Source: an optimization exercise on an open RTL-to-GDS flow (aim: small area). Production flows keep margins and buffers that such runs may drop. Only the layout flow was run in this run; the RTL was not checked for function there. No activity file was given, so power comes from the tool's default toggle rates.

`run.sh`:
```
#!/bin/bash
# synth_recipe.tcl (not shown) runs the flow's synth.tcl, then flattens the netlist and writes it again
# the make line also repeats each setting of config.mk as NAME=value (left out here)
make -C /OpenROAD-flow-scripts/flow DESIGN_CONFIG=/design/flow/config.mk WORK_HOME=/design/flow/orfs CLKGATE_MAP_FILE= SYNTH_SCRIPT=/design/flow/synth_recipe.tcl finish
```
`config.mk`:
```
export PLATFORM = sky130hd
export DESIGN_NAME = sauria_sa_top
export DESIGN_NICKNAME = sauria_sa_top
export VERILOG_FILES = /design/flow/design.v
export SDC_FILE = /design/flow/constraint.sdc
export NUM_CORES = 4
export LEC_CHECK = 0
export CAP_MARGIN = 20
export CORE_MARGIN = 2
export CORE_UTILIZATION = 40
export PLACE_DENSITY = 0.6
export SLEW_MARGIN = 20
```
`constraint.sdc`:
```
create_clock -name core_clock -period 5.5 [get_ports {i_clk}]
set_input_delay 1.1000 -clock core_clock [delete_from_list [all_inputs] [get_ports {i_clk}]]
set_output_delay 1.1000 -clock core_clock [all_outputs]
set_load 0.01 [all_outputs]
```
`design.v`:
```
module sa_mac (
    input  logic [7:0]  a,
    input  logic [7:0]  b,
    input  logic        kill,
    input  logic [31:0] x,
    output logic [31:0] y
);
logic nk;
assign nk = ~kill;
logic pp1;
logic pp2;
logic pp3;
logic pp4;
logic pp5;
logic pp6;
logic pp7;
logic pp8;
logic pp9;
logic pp10;
logic pp11;
logic pp12;
logic pp13;
logic pp14;
logic pp15;
logic pp16;
logic pp17;
logic pp18;
logic pp19;
logic pp20;
logic pp21;
logic pp22;
logic pp23;
logic pp24;
logic pp25;
logic pp26;
logic pp27;
logic pp28;
logic pp29;
logic pp30;
logic pp31;
logic pp32;
logic pp33;
logic pp34;
logic pp35;
logic pp36;
logic pp37;
logic pp38;
logic pp39;
logic pp40;
logic pp41;
logic pp42;
logic pp43;
logic pp44;
logic pp45;
logic pp46;
logic pp47;
logic pp48;
logic pp49;
logic pp50;
logic pp51;
logic pp52;
logic pp53;
logic pp54;
logic pp55;
logic pp56;
logic pp57;
logic pp58;
logic pp59;
logic pp60;
logic pp61;
logic pp62;
logic pp63;
logic pp64;
logic s65;
logic c66;
logic s67;
logic c68;
logic s69;
logic c70;
logic s71;
logic c72;
logic s73;
logic c74;
logic s75;
logic c76;
logic s77;
logic c78;
logic s79;
logic c80;
logic s81;
logic c82;
logic s83;
logic c84;
logic s85;
logic c86;
logic s87;
logic c88;
logic s89;
logic c90;
logic s91;
logic c92;
logic s93;
logic c94;
logic s95;
logic c96;
logic s97;
logic c98;
logic s99;
logic c100;
logic s101;
logic c102;
logic s103;
logic c104;
logic s105;
logic c106;
logic s107;
logic c108;
logic s109;
logic c110;
logic s111;
logic c112;
logic s113;
logic c114;
logic s115;
logic c116;
logic s117;
logic c118;
logic s119;
logic c120;
logic s121;
logic c122;
logic s123;
logic c124;
logic s125;
logic c126;
logic s127;
logic c128;
logic s129;
logic c130;
logic s131;
logic c132;
logic s133;
logic c134;
logic s135;
logic c136;
logic s137;
logic c138;
logic s139;
logic c140;
logic s141;
logic c142;
logic s143;
logic c144;
logic s145;
logic c146;
logic s147;
logic c148;
logic s149;
logic c150;
logic s151;
logic c152;
logic s153;
logic c154;
logic s155;
logic c156;
logic s157;
logic c158;
logic s159;
logic c160;
logic s161;
logic c162;
logic s163;
logic c164;
logic s165;
logic c166;
logic s167;
logic c168;
logic s169;
logic c170;
logic s171;
logic c172;
logic s173;
logic c174;
logic s175;
logic c176;
logic s177;
assign pp1 = a[0] & b[0] & nk;
assign pp2 = a[1] & b[0] & nk;
assign pp3 = a[2] & b[0] & nk;
assign pp4 = a[3] & b[0] & nk;
assign pp5 = a[4] & b[0] & nk;
assign pp6 = a[5] & b[0] & nk;
assign pp7 = a[6] & b[0] & nk;
assign pp8 = ~(a[7] & b[0] & nk);
assign pp9 = a[0] & b[1] & nk;
assign pp10 = a[1] & b[1] & nk;
assign pp11 = a[2] & b[1] & nk;
assign pp12 = a[3] & b[1] & nk;
assign pp13 = a[4] & b[1] & nk;
assign pp14 = a[5] & b[1] & nk;
assign pp15 = a[6] & b[1] & nk;
assign pp16 = ~(a[7] & b[1] & nk);
assign pp17 = a[0] & b[2] & nk;
assign pp18 = a[1] & b[2] & nk;
assign pp19 = a[2] & b[2] & nk;
assign pp20 = a[3] & b[2] & nk;
assign pp21 = a[4] & b[2] & nk;
assign pp22 = a[5] & b[2] & nk;
assign pp23 = a[6] & b[2] & nk;
assign pp24 = ~(a[7] & b[2] & nk);
assign pp25 = a[0] & b[3] & nk;
assign pp26 = a[1] & b[3] & nk;
assign pp27 = a[2] & b[3] & nk;
assign pp28 = a[3] & b[3] & nk;
assign pp29 = a[4] & b[3] & nk;
assign pp30 = a[5] & b[3] & nk;
assign pp31 = a[6] & b[3] & nk;
assign pp32 = ~(a[7] & b[3] & nk);
assign pp33 = a[0] & b[4] & nk;
assign pp34 = a[1] & b[4] & nk;
assign pp35 = a[2] & b[4] & nk;
assign pp36 = a[3] & b[4] & nk;
assign pp37 = a[4] & b[4] & nk;
assign pp38 = a[5] & b[4] & nk;
assign pp39 = a[6] & b[4] & nk;
assign pp40 = ~(a[7] & b[4] & nk);
assign pp41 = a[0] & b[5] & nk;
assign pp42 = a[1] & b[5] & nk;
assign pp43 = a[2] & b[5] & nk;
assign pp44 = a[3] & b[5] & nk;
assign pp45 = a[4] & b[5] & nk;
assign pp46 = a[5] & b[5] & nk;
assign pp47 = a[6] & b[5] & nk;
assign pp48 = ~(a[7] & b[5] & nk);
assign pp49 = a[0] & b[6] & nk;
assign pp50 = a[1] & b[6] & nk;
assign pp51 = a[2] & b[6] & nk;
assign pp52 = a[3] & b[6] & nk;
assign pp53 = a[4] & b[6] & nk;
assign pp54 = a[5] & b[6] & nk;
assign pp55 = a[6] & b[6] & nk;
assign pp56 = ~(a[7] & b[6] & nk);
assign pp57 = ~(a[0] & b[7] & nk);
assign pp58 = ~(a[1] & b[7] & nk);
assign pp59 = ~(a[2] & b[7] & nk);
assign pp60 = ~(a[3] & b[7] & nk);
assign pp61 = ~(a[4] & b[7] & nk);
assign pp62 = ~(a[5] & b[7] & nk);
assign pp63 = ~(a[6] & b[7] & nk);
assign pp64 = a[7] & b[7] & nk;
assign s65 = pp13 ^ pp20;
assign c66 = pp13 & pp20;
assign s67 = pp14 ^ pp21 ^ pp28;
assign c68 = (pp14 & pp21) | (pp28 & (pp14 ^ pp21));
assign s69 = pp35 ^ pp42;
assign c70 = pp35 & pp42;
assign s71 = pp15 ^ pp22 ^ pp29;
assign c72 = (pp15 & pp22) | (pp29 & (pp15 ^ pp22));
assign s73 = pp36 ^ pp43 ^ pp50;
assign c74 = (pp36 & pp43) | (pp50 & (pp36 ^ pp43));
assign s75 = pp57 ^ pp8;
assign c76 = pp57 & pp8;
assign s77 = ~(pp16 ^ pp23);
assign c78 = pp16 | pp23;
assign s79 = pp30 ^ pp37 ^ pp44;
assign c80 = (pp30 & pp37) | (pp44 & (pp30 ^ pp37));
assign s81 = pp51 ^ pp58 ^ x[8];
assign c82 = (pp51 & pp58) | (x[8] & (pp51 ^ pp58));
assign s83 = pp24 ^ pp31 ^ pp38;
assign c84 = (pp24 & pp31) | (pp38 & (pp24 ^ pp31));
assign s85 = pp45 ^ pp52 ^ pp59;
assign c86 = (pp45 & pp52) | (pp59 & (pp45 ^ pp52));
assign s87 = pp32 ^ pp39 ^ pp46;
assign c88 = (pp32 & pp39) | (pp46 & (pp32 ^ pp39));
assign s89 = pp11 ^ pp18;
assign c90 = pp11 & pp18;
assign s91 = pp12 ^ pp19 ^ pp26;
assign c92 = (pp12 & pp19) | (pp26 & (pp12 ^ pp19));
assign s93 = pp33 ^ pp5;
assign c94 = pp33 & pp5;
assign s95 = pp27 ^ pp34 ^ pp41;
assign c96 = (pp27 & pp34) | (pp41 & (pp27 ^ pp34));
assign s97 = pp6 ^ x[5] ^ s65;
assign c98 = (pp6 & x[5]) | (s65 & (pp6 ^ x[5]));
assign s99 = pp49 ^ pp7 ^ x[6];
assign c100 = (pp49 & pp7) | (x[6] & (pp49 ^ pp7));
assign s101 = c66 ^ s69 ^ s67;
assign c102 = (c66 & s69) | (s67 & (c66 ^ s69));
assign s103 = x[7] ^ c70 ^ s75;
assign c104 = (x[7] & c70) | (s75 & (x[7] ^ c70));
assign s105 = c68 ^ s71 ^ s73;
assign c106 = (c68 & s71) | (s73 & (c68 ^ s71));
assign s107 = c76 ^ s77 ^ c72;
assign c108 = (c76 & s77) | (c72 & (c76 ^ s77));
assign s109 = c74 ^ s79 ^ s81;
assign c110 = (c74 & s79) | (s81 & (c74 ^ s79));
assign s111 = x[9] ^ c78 ^ c80;
assign c112 = (x[9] & c78) | (c80 & (x[9] ^ c78));
assign s113 = c82 ^ s83 ^ s85;
assign c114 = (c82 & s83) | (s85 & (c82 ^ s83));
assign s115 = pp53 ^ pp60 ^ x[10];
assign c116 = (pp53 & pp60) | (x[10] & (pp53 ^ pp60));
assign s117 = c84 ^ c86 ^ s87;
assign c118 = (c84 & c86) | (s87 & (c84 ^ c86));
assign s119 = pp40 ^ pp47 ^ pp54;
assign c120 = (pp40 & pp47) | (pp54 & (pp40 ^ pp47));
assign s121 = pp61 ^ x[11] ^ c88;
assign c122 = (pp61 & x[11]) | (c88 & (pp61 ^ x[11]));
assign s123 = pp48 ^ pp55 ^ pp62;
assign c124 = (pp48 & pp55) | (pp62 & (pp48 ^ pp55));
assign s125 = pp10 ^ pp17;
assign c126 = pp10 & pp17;
assign s127 = pp25 ^ pp4 ^ x[3];
assign c128 = (pp25 & pp4) | (x[3] & (pp25 ^ pp4));
assign s129 = x[4] ^ c90 ^ s93;
assign c130 = (x[4] & c90) | (s93 & (x[4] ^ c90));
assign s131 = c94 ^ c92 ^ s95;
assign c132 = (c94 & c92) | (s95 & (c94 ^ c92));
assign s133 = c96 ^ s99 ^ c98;
assign c134 = (c96 & s99) | (c98 & (c96 ^ s99));
assign s135 = c100 ^ s103 ^ c102;
assign c136 = (c100 & s103) | (c102 & (c100 ^ s103));
assign s137 = c104 ^ c106 ^ s107;
assign c138 = (c104 & c106) | (s107 & (c104 ^ c106));
assign s139 = c108 ^ c110 ^ s111;
assign c140 = (c108 & c110) | (s111 & (c108 ^ c110));
assign s141 = s115 ^ c112 ^ c114;
assign c142 = (s115 & c112) | (c114 & (s115 ^ c112));
assign s143 = c116 ^ s119 ^ c118;
assign c144 = (c116 & s119) | (c118 & (c116 ^ s119));
assign s145 = x[12] ^ c120 ^ s123;
assign c146 = (x[12] & c120) | (s123 & (x[12] ^ c120));
assign s147 = pp56 ^ pp63 ^ x[13];
assign c148 = (pp56 & pp63) | (x[13] & (pp56 ^ pp63));
assign s149 = pp2 ^ pp9;
assign c150 = pp2 & pp9;
assign s151 = pp3 ^ x[2] ^ s125;
assign c152 = (pp3 & x[2]) | (s125 & (pp3 ^ x[2]));
assign s153 = c126 ^ s89 ^ s127;
assign c154 = (c126 & s89) | (s127 & (c126 ^ s89));
assign s155 = c128 ^ s91 ^ s129;
assign c156 = (c128 & s91) | (s129 & (c128 ^ s91));
assign s157 = c130 ^ s97 ^ s131;
assign c158 = (c130 & s97) | (s131 & (c130 ^ s97));
assign s159 = c132 ^ s101 ^ s133;
assign c160 = (c132 & s101) | (s133 & (c132 ^ s101));
assign s161 = s105 ^ c134 ^ s135;
assign c162 = (s105 & c134) | (s135 & (s105 ^ c134));
assign s163 = s109 ^ c136 ^ s137;
assign c164 = (s109 & c136) | (s137 & (s109 ^ c136));
assign s165 = s113 ^ c138 ^ s139;
assign c166 = (s113 & c138) | (s139 & (s113 ^ c138));
assign s167 = s117 ^ c140 ^ s141;
assign c168 = (s117 & c140) | (s141 & (s117 ^ c140));
assign s169 = s121 ^ c142 ^ s143;
assign c170 = (s121 & c142) | (s143 & (s121 ^ c142));
assign s171 = c122 ^ s145 ^ c144;
assign c172 = (c122 & s145) | (c144 & (c122 ^ s145));
assign s173 = c124 ^ s147 ^ c146;
assign c174 = (c124 & s147) | (c146 & (c124 ^ s147));
assign s175 = pp64 ^ x[14] ^ c148;
assign c176 = (pp64 & x[14]) | (c148 & (pp64 ^ x[14]));
assign s177 = ~x[15];
logic [17:0] r0, r1;
logic [15:0] g, p, t;
logic [16:0] c;
assign r0[0] = pp1;
assign r1[0] = x[0];
assign r0[1] = s149;
assign r1[1] = x[1];
assign r0[2] = c150;
assign r1[2] = s151;
assign r0[3] = c152;
assign r1[3] = s153;
assign r0[4] = c154;
assign r1[4] = s155;
assign r0[5] = c156;
assign r1[5] = s157;
assign r0[6] = c158;
assign r1[6] = s159;
assign r0[7] = c160;
assign r1[7] = s161;
assign r0[8] = c162;
assign r1[8] = s163;
assign r0[9] = c164;
assign r1[9] = s165;
assign r0[10] = c166;
assign r1[10] = s167;
assign r0[11] = c168;
assign r1[11] = s169;
assign r0[12] = c170;
assign r1[12] = s171;
assign r0[13] = c172;
assign r1[13] = s173;
assign r0[14] = c174;
assign r1[14] = s175;
assign r0[15] = c176;
assign r1[15] = s177;
assign r0[16] = x[15];
assign r1[16] = 1'b0;
assign r0[17] = 1'b0;
assign r1[17] = 1'b0;
assign g = r0[15:0] & r1[15:0];
assign p = r0[15:0] ^ r1[15:0];
assign c[0] = 1'b0;
assign c[1] = g[0] | (p[0] & c[0]);
assign c[2] = g[1] | (p[1] & c[1]);
logic gg_0_0; assign gg_0_0 = g[2] | (p[2] & c[2]);
logic gg_0_1; assign gg_0_1 = g[3] | (p[3] & gg_0_0);
logic gg_2_3, pp_2_3; assign gg_2_3 = g[5] | (p[5] & g[4]); assign pp_2_3 = p[5] & p[4];
logic gg_0_2; assign gg_0_2 = g[4] | (p[4] & gg_0_1);
logic gg_0_3; assign gg_0_3 = gg_2_3 | (pp_2_3 & gg_0_1);
logic gg_4_5, pp_4_5; assign gg_4_5 = g[7] | (p[7] & g[6]); assign pp_4_5 = p[7] & p[6];
logic gg_4_6, pp_4_6; assign gg_4_6 = g[8] | (p[8] & gg_4_5); assign pp_4_6 = p[8] & pp_4_5;
logic gg_0_4; assign gg_0_4 = g[6] | (p[6] & gg_0_3);
logic gg_0_5; assign gg_0_5 = gg_4_5 | (pp_4_5 & gg_0_3);
logic gg_0_6; assign gg_0_6 = gg_4_6 | (pp_4_6 & gg_0_3);
logic gg_7_8, pp_7_8; assign gg_7_8 = g[10] | (p[10] & g[9]); assign pp_7_8 = p[10] & p[9];
logic gg_9_10, pp_9_10; assign gg_9_10 = g[12] | (p[12] & g[11]); assign pp_9_10 = p[12] & p[11];
logic gg_7_9, pp_7_9; assign gg_7_9 = g[11] | (p[11] & gg_7_8); assign pp_7_9 = p[11] & pp_7_8;
logic gg_7_10, pp_7_10; assign gg_7_10 = gg_9_10 | (pp_9_10 & gg_7_8); assign pp_7_10 = pp_9_10 & pp_7_8;
logic gg_11_12, pp_11_12; assign gg_11_12 = g[14] | (p[14] & g[13]); assign pp_11_12 = p[14] & p[13];
logic gg_11_13, pp_11_13; assign gg_11_13 = g[15] | (p[15] & gg_11_12); assign pp_11_13 = p[15] & pp_11_12;
logic gg_7_11, pp_7_11; assign gg_7_11 = g[13] | (p[13] & gg_7_10); assign pp_7_11 = p[13] & pp_7_10;
logic gg_7_12, pp_7_12; assign gg_7_12 = gg_11_12 | (pp_11_12 & gg_7_10); assign pp_7_12 = pp_11_12 & pp_7_10;
logic gg_7_13, pp_7_13; assign gg_7_13 = gg_11_13 | (pp_11_13 & gg_7_10); assign pp_7_13 = pp_11_13 & pp_7_10;
logic gg_0_7; assign gg_0_7 = g[9] | (p[9] & gg_0_6);
logic gg_0_8; assign gg_0_8 = gg_7_8 | (pp_7_8 & gg_0_6);
logic gg_0_9; assign gg_0_9 = gg_7_9 | (pp_7_9 & gg_0_6);
logic gg_0_10; assign gg_0_10 = gg_7_10 | (pp_7_10 & gg_0_6);
logic gg_0_11; assign gg_0_11 = gg_7_11 | (pp_7_11 & gg_0_6);
logic gg_0_12; assign gg_0_12 = gg_7_12 | (pp_7_12 & gg_0_6);
logic gg_0_13; assign gg_0_13 = gg_7_13 | (pp_7_13 & gg_0_6);
assign c[3] = gg_0_0;
assign c[4] = gg_0_1;
assign c[5] = gg_0_2;
assign c[6] = gg_0_3;
assign c[7] = gg_0_4;
assign c[8] = gg_0_5;
assign c[9] = gg_0_6;
assign c[10] = gg_0_7;
assign c[11] = gg_0_8;
assign c[12] = gg_0_9;
assign c[13] = gg_0_10;
assign c[14] = gg_0_11;
assign c[15] = gg_0_12;
assign c[16] = gg_0_13;
assign t = p ^ c[15:0];
logic [1:0] rh;
logic inc, dec;
assign rh = r0[17:16] + r1[17:16];
assign inc = rh[1] | (rh[0] & c[16]);
assign dec = ~rh[1] & ~rh[0] & ~c[16];
logic [15:0] xh, an, on;
assign xh = x[31:16];
assign an[0] = 1'b1;
assign on[0] = 1'b1;
assign an[1] = an[0] & xh[0];
assign on[1] = on[0] & ~xh[0];
assign an[2] = an[1] & xh[1];
assign on[2] = on[1] & ~xh[1];
assign an[3] = an[2] & xh[2];
assign on[3] = on[2] & ~xh[2];
assign an[4] = an[3] & xh[3];
assign on[4] = on[3] & ~xh[3];
assign an[5] = an[4] & xh[4];
assign on[5] = on[4] & ~xh[4];
assign an[6] = an[5] & xh[5];
assign on[6] = on[5] & ~xh[5];
assign an[7] = an[6] & xh[6];
assign on[7] = on[6] & ~xh[6];
assign an[8] = an[7] & xh[7];
assign on[8] = on[7] & ~xh[7];
assign an[9] = an[8] & xh[8];
assign on[9] = on[8] & ~xh[8];
assign an[10] = an[9] & xh[9];
assign on[10] = on[9] & ~xh[9];
assign an[11] = an[10] & xh[10];
assign on[11] = on[10] & ~xh[10];
assign an[12] = an[11] & xh[11];
assign on[12] = on[11] & ~xh[11];
assign an[13] = an[12] & xh[12];
assign on[13] = on[12] & ~xh[12];
assign an[14] = an[13] & xh[13];
assign on[14] = on[13] & ~xh[13];
assign an[15] = an[14] & xh[14];
assign on[15] = on[14] & ~xh[14];
assign y[15:0] = t;
assign y[31:16] = xh ^ (({16{inc}} & an) | ({16{dec}} & on));
endmodule
module sauria_sa_top #(
    parameter X = 4,
    parameter Y = 4,
    parameter IA_W = 8,
    parameter IB_W = 8,
    parameter OC_W = 32,
    parameter TH_W = 2
)(
    input  logic                 i_clk,
    input  logic                 i_rstn,
    input  logic [Y*IA_W-1:0]    i_a,
    input  logic [X*IB_W-1:0]    i_b,
    input  logic [Y*OC_W-1:0]    i_c,
    input  logic                 i_reg_clear,
    input  logic                 i_pipeline_en,
    input  logic [X-1:0]         i_cswitch,
    input  logic                 i_cscan_en,
    input  logic [TH_W-1:0]      i_thres,
    output logic [Y*OC_W-1:0]    o_c
);
logic en, clr;
assign en  = i_pipeline_en;
assign clr = i_reg_clear;
logic [TH_W-1:0] thr_q;
always_ff @(posedge i_clk or negedge i_rstn) begin
    if (!i_rstn)  thr_q <= '0;
    else if (clr) thr_q <= '0;
    else if (en)  thr_q <= i_thres;
end
logic [Y*(X+1)*IA_W-1:0] a_w;
logic [(Y+1)*X*IB_W-1:0] b_w;
logic [Y*X-1:0]          cs_w;
logic [Y*(X+1)*OC_W-1:0] sc_w;
genvar j, i;
generate
    for (j = 0; j < Y; j++) begin : rows
        assign sc_w[((j)*(X+1)+(X))*OC_W +: OC_W] = i_c[OC_W*j +: OC_W];
        assign o_c[OC_W*j +: OC_W] = sc_w[((j)*(X+1)+(0))*OC_W +: OC_W];
        for (i = 0; i <= X; i++) begin : a_chain
            logic [IA_W-1:0] a_q, a_d;
            if (i == 0) begin : in
                assign a_d = i_a[IA_W*j +: IA_W];
            end else begin : prev
                assign a_d = a_w[((j)*(X+1)+(i-1))*IA_W +: IA_W];
            end
            always_ff @(posedge i_clk or negedge i_rstn) begin
                if (!i_rstn)  a_q <= '0;
                else if (clr) a_q <= '0;
                else if (en)  a_q <= a_d;
            end
            assign a_w[((j)*(X+1)+(i))*IA_W +: IA_W] = a_q;
        end
    end
    for (j = 0; j <= Y; j++) begin : b_rows
        for (i = 0; i < X; i++) begin : b_chain
            logic [IB_W-1:0] b_q, b_d;
            if (j == 0) begin : in
                assign b_d = i_b[IB_W*i +: IB_W];
            end else begin : prev
                assign b_d = b_w[((j-1)*X+(i))*IB_W +: IB_W];
            end
            always_ff @(posedge i_clk or negedge i_rstn) begin
                if (!i_rstn)  b_q <= '0;
                else if (clr) b_q <= '0;
                else if (en)  b_q <= b_d;
            end
            assign b_w[((j)*X+(i))*IB_W +: IB_W] = b_q;
        end
    end
    for (j = 0; j < Y; j++) begin : pe_rows
        for (i = 0; i < X; i++) begin : pe
            logic            cs_q, cs_d;
            logic            negl_q, negl_d;
            logic [IA_W-1:0] za;
            logic [IB_W-1:0] zb;
            logic            small_a, small_b;
            logic [OC_W-1:0] acc_q, sc_q, sc_in, addend, acc_d;
            logic            swap, kill;
            if (j == 0) begin : in
                assign cs_d = i_cswitch[i];
            end else begin : prev
                assign cs_d = cs_w[(j-1)*X+(i)];
            end
            always_ff @(posedge i_clk or negedge i_rstn) begin
                if (!i_rstn)  cs_q <= 1'b0;
                else if (clr) cs_q <= 1'b0;
                else if (en)  cs_q <= cs_d;
            end
            assign cs_w[(j)*X+(i)] = cs_q;
            assign za = a_w[((j)*(X+1)+(i))*IA_W +: IA_W];
            assign zb = b_w[((j)*X+(i))*IB_W +: IB_W];
            always_comb begin
                case (thr_q)
                    2'd1:    begin small_a = &za[7:1] | ~|za[7:1]; small_b = &zb[7:1] | ~|zb[7:1]; end
                    2'd2:    begin small_a = &za[7:2] | ~|za[7:2]; small_b = &zb[7:2] | ~|zb[7:2]; end
                    2'd3:    begin small_a = &za[7:3] | ~|za[7:3]; small_b = &zb[7:3] | ~|zb[7:3]; end
                    default: begin small_a = 1'b0;                 small_b = 1'b0;                 end
                endcase
            end
            assign negl_d = small_a & small_b;
            always_ff @(posedge i_clk or negedge i_rstn) begin
                if (!i_rstn)  negl_q <= 1'b0;
                else if (clr) negl_q <= 1'b0;
                else if (en)  negl_q <= negl_d;
            end
            assign swap   = en & cs_q;
            assign kill   = negl_q | ~en | clr;
            assign addend = clr ? '0 : (swap ? sc_q : acc_q);
            sa_mac mac (
                .a    (a_w[((j)*(X+1)+(i+1))*IA_W +: IA_W]),
                .b    (b_w[((j+1)*X+(i))*IB_W +: IB_W]),
                .kill (kill),
                .x    (addend),
                .y    (acc_d)
            );
            always_ff @(posedge i_clk or negedge i_rstn) begin
                if (!i_rstn) acc_q <= '0;
                else         acc_q <= acc_d;
            end
            assign sc_in = sc_w[((j)*(X+1)+(i+1))*OC_W +: OC_W];
            always_ff @(posedge i_clk or negedge i_rstn) begin
                if (!i_rstn)              sc_q <= '0;
                else if (clr)             sc_q <= '0;
                else if (swap)            sc_q <= acc_q;
                else if (en & i_cscan_en) sc_q <= sc_in;
            end
            assign sc_w[((j)*(X+1)+(i))*OC_W +: OC_W] = sc_q;
        end
    end
endgenerate
endmodule
```
==> summary.txt <==
-- what timing repair did --
item | in CTS | in global routing
resized for setup | 613 | 322
gates cloned | 17 | 2
buffers inserted | 191 | 89
endpoints found under the setup margin | 261 | 277
pin swaps | 341 | 287
-- state kept, by name (all words and copies together) (netlist names) --
| register | cells |
|---|---|
| pe_rows.pe.acc_q | 512 |
| pe_rows.pe.sc_q | 512 |
| b_rows.b_chain.b_q | 160 |
| rows.a_chain.a_q | 160 |
| pe_rows.pe.cs_q | 16 |
| pe_rows.pe.negl_q | 16 |
| thr_q | 2 |
-- metal layers --
layer	GRT usage (%)	share of wire, %	vias up
li1	-	-	40800
met1	36.9	43	45500
met2	43.5	46	2785
met3	3.63	5.5	595
met4	11.8	4.8	12
met5	0	0.021	-
-- worst max path at each step --
stage	cells past startpoint	endpoint	start	slack, ns
finish	29	pe_rows[0].pe[3].acc_q[28]$_DFF_PN0_	i_reg_clear	-1.25
global route	24	pe_rows[1].pe[0].acc_q[30]$_DFF_PN0_	pe_rows[1].pe[0].negl_q$_DFFE_PN0P_	-1.43
CTS	22	pe_rows[1].pe[0].acc_q[30]$_DFF_PN0_	pe_rows[1].pe[0].negl_q$_DFFE_PN0P_	-1.21
detailed placement	26	pe_rows[3].pe[3].acc_q[22]$_DFF_PN0_	i_pipeline_en	-2.44
global placement	27	pe_rows[3].pe[3].acc_q[22]$_DFF_PN0_	i_pipeline_en	-2.33
floorplan	33	pe_rows[1].pe[0].acc_q[30]$_DFF_PN0_	i_pipeline_en	-2.52
-- cells in the final DEF (no fill, tap or decap), types with 70 or more instances in the layout --
cell and n:
sky130_fd_sc_hd__nand3_1 491, sky130_fd_sc_hd__clkbuf_16 172, sky130_fd_sc_hd__fa_2 86, sky130_fd_sc_hd__ha_1 302
sky130_fd_sc_hd__buf_4 1530, sky130_fd_sc_hd__a22o_1 149, sky130_fd_sc_hd__buf_6 97, sky130_fd_sc_hd__a22oi_1 215
sky130_fd_sc_hd__xor2_1 170, sky130_fd_sc_hd__xnor2_1 178, sky130_fd_sc_hd__mux2i_1 407, sky130_fd_sc_hd__o21ai_0 291
sky130_fd_sc_hd__inv_2 76, sky130_fd_sc_hd__a21o_1 70, sky130_fd_sc_hd__clkdlybuf4s50_1 327, sky130_fd_sc_hd__fa_1 778
sky130_fd_sc_hd__and3_1 521, sky130_fd_sc_hd__dfrtp_1 1375, sky130_fd_sc_hd__nand2_1 1536, sky130_fd_sc_hd__a21oi_1 348
sky130_fd_sc_hd__inv_1 1113, sky130_fd_sc_hd__a21bo_2 112, sky130_fd_sc_hd__nor2_1 872, sky130_fd_sc_hd__a311oi_1 345
-- cells in the mapped netlist (all sizes together) (8+ instances only) --
library cell	instances	area (µm²)
buf	171	852
xor2	172	1510
xnor2	181	1590
nor2b	21	131
o221a	9	101
a31oi	27	169
or2	26	163
o22ai	24	150
dfrtp	1378	34500
nor4	27	196
nand4	50	313
or3	28	175
nand3	537	2690
and4b	8	80.1
a211oi	38	285
a21bo	114	1150
a22oi	231	1730
nand2b	25	156
a21oi	380	1920
nor3	77	385
a311oi	346	3030
and2	98	613
mux2i	414	4140
and3	539	3370
or4	46	349
a221oi	33	289
nor2	931	3490
fa	864	17300
o21ai	331	1660
clkbuf	655	2470
a21o	70	526
a22o	150	1310
nand2	1590	5970
inv	1189	4460
o21a	38	285
ha	384	4800
or4b	8	83.8
a31o	8	70.1
a21boi	23	173
-- report_power, final --
group / internal (mW) / switching, mW / total (mW) / leakage [nW]
registers: 11.4 / 0.958 / 12.4 / 18.7
clock network: 6.71 / 4.96 / 11.7 / 2.80
logic: 5.88 / 5.76 / 11.6 / 42.4
total: 24.0 / 11.7 / 35.7 / 63.8
-- per-stage QoR --
step                      setup slack [ns]  hold WS (ns)
final                                -1.25         0.211
after global routing                 -1.43         0.217
after CTS                            -1.21         0.188
after detailed placement             -2.44         0.491
after global placement               -2.33         0.479
after floorplan                      -2.52         0.444
-- worst max-delay path, delay by kind of cell --
| kind | cells | cell delay [ns] |
|---|---|---|
| fa+ha+maj | 6 | 2.36 |
| simple gates | 7 | 1.92 |
| compound gates | 7 | 1.16 |
| buf+inv | 8 | 0.76 |
| xor+xnor | 1 | 0.17 |
-- layout make-up --
| cell class | count | area share [%] |
|---|---|---|
| timing repair buffer | 2055 | 13.6 |
| inverter | 1190 | 3.41 |
| clock inverter | 67 | 0.672 |
| antenna | 9 | 0.0171 |
| clock buffer | 239 | 3.69 |
| tap | 3384 | 3.22 |
| sequential | 1378 | 26.2 |
| multi-input combinational | 7945 | 49.2 |
-- cell families after synthesis --
logic type / share of synthesized area [%]
AO/OA/AOI/OAI: 13.0
XOR/XNOR: 2.99
adder cells (fa/ha/maj): 21.3
buffers and inverters: 7.53
flip-flops: 33.3
multiplexers: 4.02
AND/OR/NAND/NOR: 17.8
==> reports/results.txt <==
Clock-pin slew was measured on the worst setup and hold paths at 0.06 ns. After technology mapping, the gate count stands at 11,300. The number of vias per cell is 5.51.

The first routing iteration left 7,408 violations. The source of the worst register-to-register timing path was pe_rows[1].pe[0].negl_q$_DFFE_PN0P_. For this run, the top clock speed supported by timing is 0.148 GHz. TritonCTS built the clock tree. Counting along the longest clock path gives a buffer depth of 3. The flow ran to the end, but the layout failed its checks. In this run the critical register-to-register path is captured at pe_rows[1].pe[0].acc_q[30]$_DFF_PN0_.

Counting flops with a built-in enable in the synthesized netlist gives 0. For the worst flop-to-flop path, the logic depth is 22. Counting the fill cells in the layout gives 23,400. Pin placement for this block handled 331 I/O pins. For this run, the post-layout net count is 14,200. The number of warnings issued by yosys was 1. The vias after detailed routing was 89,600; the initial core utilization was 40.3%.

The layout checks failed on negative setup slack. The clock net in this run drives a total of 1,378 sinks. Across the run, the number of max-cap violations was 0. The first global-routing pass estimated 558,000 µm of wire. The worst setup path is of the input port to register kind. After synthesis the netlist holds a flip-flop and latch count of 1,378. The finished layout holds 16,300 standard cells, fillers aside. Dividing total power by cell area gives a power density of 271 nW/µm².

Measured along the x axis, the die boundary spans 513 µm. TritonCTS created 169 clock buffers. The later pin in the worst-skew pair is clocked with a latency of 0.89 ns.

The path class of the lowest-slack min-delay path was input port to async pin. In this run the vertical extent of the chip is 513 µm. The logs give 27.2% for the total routing resource utilization after global routing and 64,700 µm² for the multi-input combinational cell area.

In the final layout, flip-flops and latches occupy 34,500 µm². The worst register-to-register path has a setup slack of -1.20 ns. Summing every instance area after synthesis gives 104,000 µm². The run gives 253 as the final count of negative-setup-slack endpoints.

Of all nets on the critical path, the largest fanout is 7. The die covers 263,000 µm². The part of the cycle the worst path needs came out at 123%. For this run, the slowest stage of the critical path takes 0.59 ns. The number of cells after detailed placement is 15,700.

The number of library cell types mapped by synthesis was 90; the worst clock skew was 0.0657 ns. The detailed-route wire length was 361,000 µm; the count of unresolved DRC violations after routing was 0. Cells fill 51.2% of the core in the end. Detailed placement ended at an HPWL of 269,000 µm. Buffers placed on the I/O ports in this run total 330.

Of the synthesized area, sequential elements account for 33.3%. The logs give 6 for the number of search-and-repair iterations in the first detailed-routing pass and 0 for the hold violation count in the final report. The total negative slack for setup checks was -182.10 ns. After layout, the minimum clock period comes to 6.75 ns.

The tools report the summed area of non-filler cells in the final layout as 132,000 µm². Setup repair after global routing could not meet its margin everywhere. The maximum resistive drop on vdd is 0.351 mV. In this run, post-CTS hold repair placed 0 buffers.

The worst setup path is launched from an input port. The tools report the number of global-route vias before repair as 92,100. The ratio of cells with drive above 1 in the final layout works out to 22.2%.

The mean area per synthesized cell came out at 9.13 µm². The number of max-slew violations in the final report is 0. The worst pin sits at a relative slew slack of 28.0%. For this design the static power due to leakage is 63.8 nW.

Top flip-flop cell by instance count after synthesis: sky130_fd_sc_hd__dfrtp_1. The largest net degree at the start of global routing was 160; the overall power consumption was 35.7 mW. The residual antenna-violating net count after detailed routing is 0, and the residual overflow from global routing is 0. For this run, asynchronously set or reset flops after synthesis account for 100%. The area growth from synthesis to layout is 27.1%. The tools report the arrival time of the worst setup path as 7.48 ns. The net count after synthesis came out at 12,800. The placeable core region was 257,000 µm²; the required time at the worst-slack endpoint was 6.23 ns. Summing all placed instances gives a cell area of 120,000 µm². The number of levels in the clock H-tree was 4; the final weighted congestion in routability-driven placement was 0.923. The initial antenna violation count is 14. In this run the clock root is driven by a sky130_fd_sc_hd__clkbuf_16. Average detailed-routed wire length per instance: 22.2 µm. Among all stages on the critical path, the largest delay is contributed by sky130_fd_sc_hd__fa_2.

The floorplan has 186 rows. The worst setup path is captured at a register. The least setup slack across all paths after layout was -1.25 ns; the actual transition at the worst max-transition pin was 1.08 ns.

what the ideal ports hide:
The results above use ideal ports. As a check the final layout listed here was re-extracted and re-timed, cells and wires unchanged.
Step 1: set_driving_cell puts a clkbuf_16 on i_clk and a buf_2 on each other input, an assumption about the parent block.
Step 2, shift: input delay + t, output delay - t, t = (earliest + latest rising clock arrival at the registers) / 2. This alone moves slack from input paths to output paths.
Three values: ideal, step 1, step 2; two values: the first two.
t, ns: 0.965
slack for setup (ns): -1.249 / -1.250 / -2.215
worst slew at a driven data input, ns: 0.18
For this run, drivers alone change the setup slack by -0.001 ns; drivers and shift together by -0.966 ns.
